What follows belongs to an exercise in optimizing a design on an open flow for small area; a production flow would make more cautious choices.
In this exercise RTL edits were held to simulation tests only and were not proved equivalent to the original.
No activity file was given, so power comes from the tool's default toggle rates.

==> inputs of v34 <==
==> flow/design.v <==
module ly_2257_7_lfsr(clk_in, rst, det);
parameter K    = 14;
parameter FT   = 0;
parameter NN   = 0;
parameter A    = 0;
parameter B    = 0;
parameter J    = 0;
parameter [K-1:0] X    = 0;
parameter [K-1:0] MASK = 0;
parameter [K-1:0] RSTV = 0;
parameter [K-1:0] INV  = 0;
input  clk_in;
input  rst;
output det;
reg  [K-1:0] t;                  
wire [K-1:0] s = t ^ INV;        
assign det = ((s ^ X) & MASK) == 0;
wire x = s[A];
wire y = s[B];
wire g = (FT == 0) ? x :
         (FT == 1) ? (x & y) :
         (FT == 2) ? (x | y) :
         (FT == 3) ? (x ^ y) : (x & ~y);
wire fb = s[K-1] ^ g ^ NN;
localparam XG  = (FT == 0) ? X[A] :
                 (FT == 1) ? (X[A] & X[B]) :
                 (FT == 2) ? (X[A] | X[B]) :
                 (FT == 3) ? (X[A] ^ X[B]) : (X[A] & ~X[B]);
localparam XJ  = (J == 0) ? !(X[K-1] ^ XG ^ NN) : !X[(J == 0) ? 0 : J-1];
wire [K-1:0] nat = {s[K-2:0], fb};
reg  [K-1:0] n;
always @(*)
begin
	n = nat;
	if(det)
		n[J] = XJ;
end
always @(posedge clk_in or negedge rst)
begin
	if(!rst)
		t <= RSTV ^ INV;
	else
		t <= n ^ INV;
end
endmodule
module ly_2257_7_1(clk_in,rst,clk_div);
parameter K    = 14;
parameter FT   = 0;
parameter NN   = 0;
parameter A    = 0;
parameter B    = 0;
parameter J    = 0;
parameter [K-1:0] X    = 0;
parameter [K-1:0] MASK = 0;
parameter [K-1:0] RSTV = 0;
parameter [K-1:0] INV  = 0;
input       clk_in;
input       rst;
output reg  clk_div;
wire det;
ly_2257_7_lfsr #(.K(K), .FT(FT), .NN(NN), .A(A), .B(B), .J(J),
                 .X(X), .MASK(MASK), .RSTV(RSTV), .INV(INV)) cnt(clk_in, rst, det);
always@(posedge clk_in or negedge rst)
begin
	if(!rst)
		clk_div <= 0;
	else if(det)
		clk_div <= !clk_div;
end
endmodule
module ly_2257_7_2(oct,dig,codeout);
input oct;
input [2:0] dig;
output reg [7:0] codeout;
always@ (*)
	begin
		codeout[7] = oct;
		case(dig)
			3'd1:    codeout[6:0] = 7'b000_0110;     
			3'd2:    codeout[6:0] = 7'b101_1011;     
			3'd3:    codeout[6:0] = 7'b100_1111;     
			3'd4:    codeout[6:0] = 7'b110_0110;     
			3'd5:    codeout[6:0] = 7'b110_1101;     
			3'd6:    codeout[6:0] = 7'b111_1100;     
			3'd7:    codeout[6:0] = 7'b000_0111;     
			default: codeout[6:0] = 7'b011_1111;     
		endcase
	end
endmodule
module ly_2257_7_3(clk_in,rst,auto,Key,clk_out,clk_out2,codeout,low,middle);
input clk_in;
input rst;
input auto;
input [13:0]  Key;
output reg   clk_out;
output reg   clk_out2;
output [7:0] codeout;
output wire  [6:0] low;
output wire  [6:0] middle;
ly_2257_7_1 #(.K(14), .FT(1), .NN(1), .A(2), .B(9), .J(3), .X(14'd68), .MASK(14'd16251), .RSTV(14'd129), .INV(14'd0)) l1(clk_in,rst,low[0]);
ly_2257_7_1 #(.K(14), .FT(4), .NN(1), .A(4), .B(11), .J(8), .X(14'd8799), .MASK(14'd16376), .RSTV(14'd1471), .INV(14'd255)) l2(clk_in,rst,low[1]);
ly_2257_7_1 #(.K(14), .FT(4), .NN(1), .A(3), .B(8), .J(11), .X(14'd1919), .MASK(14'd11262), .RSTV(14'd1791), .INV(14'd2047)) l3(clk_in,rst,low[2]);
ly_2257_7_1 #(.K(14), .FT(2), .NN(0), .A(11), .B(12), .J(1), .X(14'd4389), .MASK(14'd11991), .RSTV(14'd8777), .INV(14'd1)) l4(clk_in,rst,low[3]);
ly_2257_7_1 #(.K(13), .FT(0), .NN(0), .A(2), .B(0), .J(8), .X(13'd6275), .MASK(13'd8183), .RSTV(13'd4103), .INV(13'd0)) l5(clk_in,rst,low[4]);
ly_2257_7_1 #(.K(13), .FT(0), .NN(0), .A(3), .B(0), .J(4), .X(13'd4085), .MASK(13'd8189), .RSTV(13'd8186), .INV(13'd8176)) l6(clk_in,rst,low[5]);
ly_2257_7_1 #(.K(13), .FT(1), .NN(1), .A(10), .B(11), .J(7), .X(13'd4040), .MASK(13'd7162), .RSTV(13'd7952), .INV(13'd8064)) l7(clk_in,rst,low[6]);
ly_2257_7_1 #(.K(13), .FT(0), .NN(0), .A(2), .B(0), .J(10), .X(13'd3688), .MASK(13'd6907), .RSTV(13'd6352), .INV(13'd7168)) m1(clk_in,rst,middle[0]);
ly_2257_7_1 #(.K(13), .FT(0), .NN(0), .A(7), .B(0), .J(12), .X(13'd5119), .MASK(13'd6142), .RSTV(13'd6142), .INV(13'd8191)) m2(clk_in,rst,middle[1]);
ly_2257_7_1 #(.K(13), .FT(0), .NN(0), .A(7), .B(0), .J(3), .X(13'd7352), .MASK(13'd7407), .RSTV(13'd6520), .INV(13'd8184)) m3(clk_in,rst,middle[2]);
ly_2257_7_1 #(.K(13), .FT(1), .NN(1), .A(1), .B(4), .J(1), .X(13'd3), .MASK(13'd7930), .RSTV(13'd5), .INV(13'd1)) m4(clk_in,rst,middle[3]);
ly_2257_7_1 #(.K(12), .FT(4), .NN(1), .A(1), .B(2), .J(9), .X(12'd354), .MASK(12'd4079), .RSTV(12'd196), .INV(12'd0)) m5(clk_in,rst,middle[4]);
ly_2257_7_1 #(.K(12), .FT(1), .NN(1), .A(1), .B(2), .J(2), .X(12'd4031), .MASK(12'd4030), .RSTV(12'd3963), .INV(12'd4095)) m6(clk_in,rst,middle[5]);
ly_2257_7_1 #(.K(12), .FT(0), .NN(0), .A(0), .B(0), .J(6), .X(12'd1224), .MASK(12'd4055), .RSTV(12'd2512), .INV(12'd4032)) m7(clk_in,rst,middle[6]);
wire step_4HZ;
ly_2257_7_lfsr #(.K(14), .FT(1), .NN(1), .A(4), .B(7), .J(1), .X(14'd3557), .MASK(14'd15343), .RSTV(14'd5763), .INV(14'd1)) tempo(clk_in,rst,step_4HZ);
reg [5:0] count;
always @(posedge clk_in or negedge rst)
begin
	if(!rst)
		count   <= 0;
	else
	begin
		if(auto && step_4HZ)
		begin
			if(count == 61)
				count <= 0;
			else
				count <= count + 1'b1;
		end
	end
end
reg       toct;
reg [2:0] tdig;
reg       tmulti;
reg [2:0] ldig, mdig;
integer   i;
always @(*)
begin
	ldig = 3'd0;
	mdig = 3'd0;
	for(i = 6; i >= 0; i = i - 1)
	begin
		if(Key[i])   ldig = i + 1;
		if(Key[i+7]) mdig = i + 1;
	end
end
wire       koct   = (ldig == 3'd0) && (mdig != 3'd0);
wire [2:0] kdig   = koct ? mdig : ldig;
wire       kmulti = |(Key & (Key - 14'd1));
always @(posedge clk_in or negedge rst)
begin
	if(!rst)
	begin
		toct   <= 1'b0;
		tdig   <= 3'd0;
		tmulti <= 1'b0;
	end
	else
	begin
		if(!auto)
		begin
			toct   <= koct;
			tdig   <= kdig;
			tmulti <= kmulti;
		end
		else
		begin
			case(count)
				 1: begin toct <= 1'b0; tdig <= 3'd0; end
				 2: begin toct <= 1'b1; tdig <= 3'd3; end
				 3: begin toct <= 1'b1; tdig <= 3'd5; end
				 4: begin toct <= 1'b1; tdig <= 3'd3; end
				 5: begin toct <= 1'b1; tdig <= 3'd2; end
				 6: begin toct <= 1'b1; tdig <= 3'd3; end
				 7: begin toct <= 1'b1; tdig <= 3'd5; end
				 8: begin toct <= 1'b1; tdig <= 3'd3; end
				 9: begin toct <= 1'b1; tdig <= 3'd2; end
				10: begin toct <= 1'b1; tdig <= 3'd2; end
				11: begin toct <= 1'b1; tdig <= 3'd5; end
				12: begin toct <= 1'b1; tdig <= 3'd3; end
				13: begin toct <= 1'b1; tdig <= 3'd2; end
				14: begin toct <= 1'b1; tdig <= 3'd3; end
				15: begin toct <= 1'b1; tdig <= 3'd5; end
				16: begin toct <= 1'b1; tdig <= 3'd2; end
				17: begin toct <= 1'b1; tdig <= 3'd1; end
				18: begin toct <= 1'b1; tdig <= 3'd1; end
				19: begin toct <= 1'b1; tdig <= 3'd1; end
				20: begin toct <= 1'b1; tdig <= 3'd2; end
				21: begin toct <= 1'b1; tdig <= 3'd3; end
				22: begin toct <= 1'b1; tdig <= 3'd6; end
				23: begin toct <= 1'b1; tdig <= 3'd6; end
				24: begin toct <= 1'b1; tdig <= 3'd3; end
				25: begin toct <= 1'b1; tdig <= 3'd2; end
				26: begin toct <= 1'b1; tdig <= 3'd2; end
				27: begin toct <= 1'b1; tdig <= 3'd2; end
				28: begin toct <= 1'b1; tdig <= 3'd1; end
				29: begin toct <= 1'b1; tdig <= 3'd2; end
				30: begin toct <= 1'b1; tdig <= 3'd3; end
				31: begin toct <= 1'b1; tdig <= 3'd3; end
				32: begin toct <= 1'b1; tdig <= 3'd5; end
				33: begin toct <= 1'b1; tdig <= 3'd3; end
				34: begin toct <= 1'b1; tdig <= 3'd5; end
				35: begin toct <= 1'b1; tdig <= 3'd5; end
				36: begin toct <= 1'b1; tdig <= 3'd3; end
				37: begin toct <= 1'b1; tdig <= 3'd2; end
				38: begin toct <= 1'b1; tdig <= 3'd3; end
				39: begin toct <= 1'b1; tdig <= 3'd5; end
				40: begin toct <= 1'b1; tdig <= 3'd3; end
				41: begin toct <= 1'b1; tdig <= 3'd2; end
				42: begin toct <= 1'b1; tdig <= 3'd3; end
				43: begin toct <= 1'b1; tdig <= 3'd5; end
				44: begin toct <= 1'b1; tdig <= 3'd3; end
				45: begin toct <= 1'b0; tdig <= 3'd5; end
				46: begin toct <= 1'b1; tdig <= 3'd6; end
				47: begin toct <= 1'b1; tdig <= 3'd6; end
				48: begin toct <= 1'b1; tdig <= 3'd3; end
				49: begin toct <= 1'b1; tdig <= 3'd3; end
				50: begin toct <= 1'b1; tdig <= 3'd3; end
				51: begin toct <= 1'b1; tdig <= 3'd2; end
				52: begin toct <= 1'b1; tdig <= 3'd1; end
				53: begin toct <= 1'b1; tdig <= 3'd2; end
				54: begin toct <= 1'b1; tdig <= 3'd3; end
				55: begin toct <= 1'b1; tdig <= 3'd2; end
				56: begin toct <= 1'b1; tdig <= 3'd1; end
				57: begin toct <= 1'b1; tdig <= 3'd2; end
				58: begin toct <= 1'b1; tdig <= 3'd3; end
				59: begin toct <= 1'b1; tdig <= 3'd2; end
				60: begin toct <= 1'b1; tdig <= 3'd6; end
				61: begin toct <= 1'b1; tdig <= 3'd6; end
			endcase
			if(count != 0)
				tmulti <= 1'b0;
		end
	end
end
wire [7:0] lwave = {low, 1'b0};
wire [7:0] mwave = {middle, 1'b0};
always@(*)
	clk_out = (toct ? mwave[tdig] : lwave[tdig]) & !tmulti;
always @(*)	clk_out2 = clk_out;
ly_2257_7_2 show(
	.oct(toct),
	.dig(tdig),
	.codeout(codeout)
);
endmodule
module ly_2257_7(clk_in,rst,auto,Key,clk_out,clk_out2,codeout,low,middle);
input 		clk_in; 
input 		rst; 
input			auto; 
input [13:0]Key;
output wire [7:0]	codeout;  
output wire	clk_out;		 
output wire clk_out2;	 
output wire [6:0]low;
output wire [6:0]middle;
ly_2257_7_3 play(
	.clk_in(clk_in),
	.rst(rst),
	.auto(auto),
	.Key(Key) ,
	.clk_out(clk_out),
	.codeout(codeout),
	.low(low),
	.clk_out2(clk_out2),
	.middle(middle)
);
endmodule
==> flow/flow/run.sh <==
#!/bin/bash
# The standard ORFS layout (standard.sh) with three changes:
#  - ABC maps the logic with an area-oriented script (flow/abc_area.script),
#    otherwise the synthesis is synth_recipe.tcl unchanged;
#  - the ports get buf_1 buffers;
#  - the clock tree uses clkbuf_8 over sink clusters of up to 20 flip-flops,
#    without dummy loads.
set -euo pipefail
here=$(pwd)
export BUFFER_PORTS_ARGS="-buffer_cell sky130_fd_sc_hd__buf_1"
export CTS_ARGS="-sink_clustering_enable -repair_clock_nets -dont_use_dummy_load -sink_clustering_size 20 -sink_clustering_max_diameter 50 -buf_list sky130_fd_sc_hd__clkbuf_8"
if [[ -f flow/abc_area.script ]]; then
  { head -n 1 synth_recipe.tcl
    echo "proc abc {args} { set i [lsearch -exact \$args -script]; if {\$i >= 0} { lset args [expr {\$i+1}] $here/flow/abc_area.script }; yosys abc {*}\$args }"
    tail -n +2 synth_recipe.tcl; } > own_synth.tcl
  sed "s#SYNTH_SCRIPT=[^ ]*#SYNTH_SCRIPT=$here/own_synth.tcl#" standard.sh > own_standard.sh
else
  cp standard.sh own_standard.sh
fi
bash own_standard.sh > standard_flow.log 2>&1
==> flow/flow/abc_area.script <==
strash
&get -n
&dch -f
&nf -R 1000 -a
&put
topo
==> flow/standard.sh <==
#!/bin/bash
# synth_recipe.tcl (not shown) runs the flow's synth.tcl, then flattens the netlist and writes it again
# the make line also repeats each setting of config.mk as NAME=value (left out here)
make -C /OpenROAD-flow-scripts/flow DESIGN_CONFIG=/design/flow/config.mk WORK_HOME=/design/flow/orfs CLKGATE_MAP_FILE= SYNTH_SCRIPT=/design/flow/synth_recipe.tcl "${@:-finish}"
==> flow/config.mk <==
export PLATFORM = sky130hd
export DESIGN_NAME = ly_2257_7
export DESIGN_NICKNAME = ly_2257_7
export VERILOG_FILES = /design/flow/design.v
export SDC_FILE = /design/flow/constraint.sdc
export NUM_CORES = 4
export LEC_CHECK = 0
export CAP_MARGIN = 20
export CORE_MARGIN = 2
export CORE_UTILIZATION = 40
export SLEW_MARGIN = 20
==> flow/constraint.sdc <==
create_clock -name core_clock -period 10.0 [get_ports {clk_in}]
set_input_delay 2.0000 -clock core_clock [delete_from_list [all_inputs] [get_ports {clk_in}]]
set_output_delay 2.0000 -clock core_clock [all_outputs]
set_load 0.01 [all_outputs]
==> inputs of v32, as changes to v34 <==
--- a/flow/flow/run.sh
+++ b/flow/flow/run.sh
@@ -5,3 +5,3 @@
 #  - the ports get buf_1 buffers;
-#  - the clock tree uses clkbuf_8 over sink clusters of up to 20 flip-flops,
+#  - the clock tree uses clkbuf_8 over sink clusters of up to 20 flip-flops (80 um across),
 #    without dummy loads.
@@ -10,3 +10,3 @@
 export BUFFER_PORTS_ARGS="-buffer_cell sky130_fd_sc_hd__buf_1"
-export CTS_ARGS="-sink_clustering_enable -repair_clock_nets -dont_use_dummy_load -sink_clustering_size 20 -sink_clustering_max_diameter 50 -buf_list sky130_fd_sc_hd__clkbuf_8"
+export CTS_ARGS="-sink_clustering_enable -repair_clock_nets -dont_use_dummy_load -sink_clustering_size 20 -sink_clustering_max_diameter 80 -buf_list sky130_fd_sc_hd__clkbuf_8"
 if [[ -f flow/abc_area.script ]]; then
CORE_UTILIZATION = 60   (was 40)
PLACE_DENSITY = 0.75   (was default)
==> summary.txt <==
post-placement cell count = 746
Comb pwr share = 3.4%
Worst path max stage delay = 0.57 ns
status = complete, no violations
PD cells = 165 nW/um^2
(the above is from v32)
==> summary.txt <==
Worst path max stage delay = 0.55 ns
post-placement cell count = 808
PD cells = 169 nW/um^2
Comb pwr share = 3.3%
most frequent CP cell = a21oi_1
status = complete, no violations
(the above is from v34)

[separate check: timing with driven ports]
In the flow no input, the clock included, has a driving cell. The finished layouts below were timed again as built, in two steps.
Step 1, drivers: a clkbuf_16 drives clk_in and a buf_2 each remaining input, both assumed.
Step 2 adds t to the input delays and takes it off the output delays; t is the mean of the earliest and latest rising clock arrival at the registers after step 1. Input paths then give back, and output paths get back, about the clock's delay inside the block.
Slacks: no drivers / after step 1 / after step 2; pairs: no drivers / after step 1.
run	t, ns	setup slack, ns	latest minus earliest clock arrival (ns)
v34	0.524	5.764 / 5.726 / 5.937	0.074 / 0.073
v32	0.503	5.840 / 5.803 / 5.910	0.056 / 0.056
After both steps setup and hold are still met in every run listed.
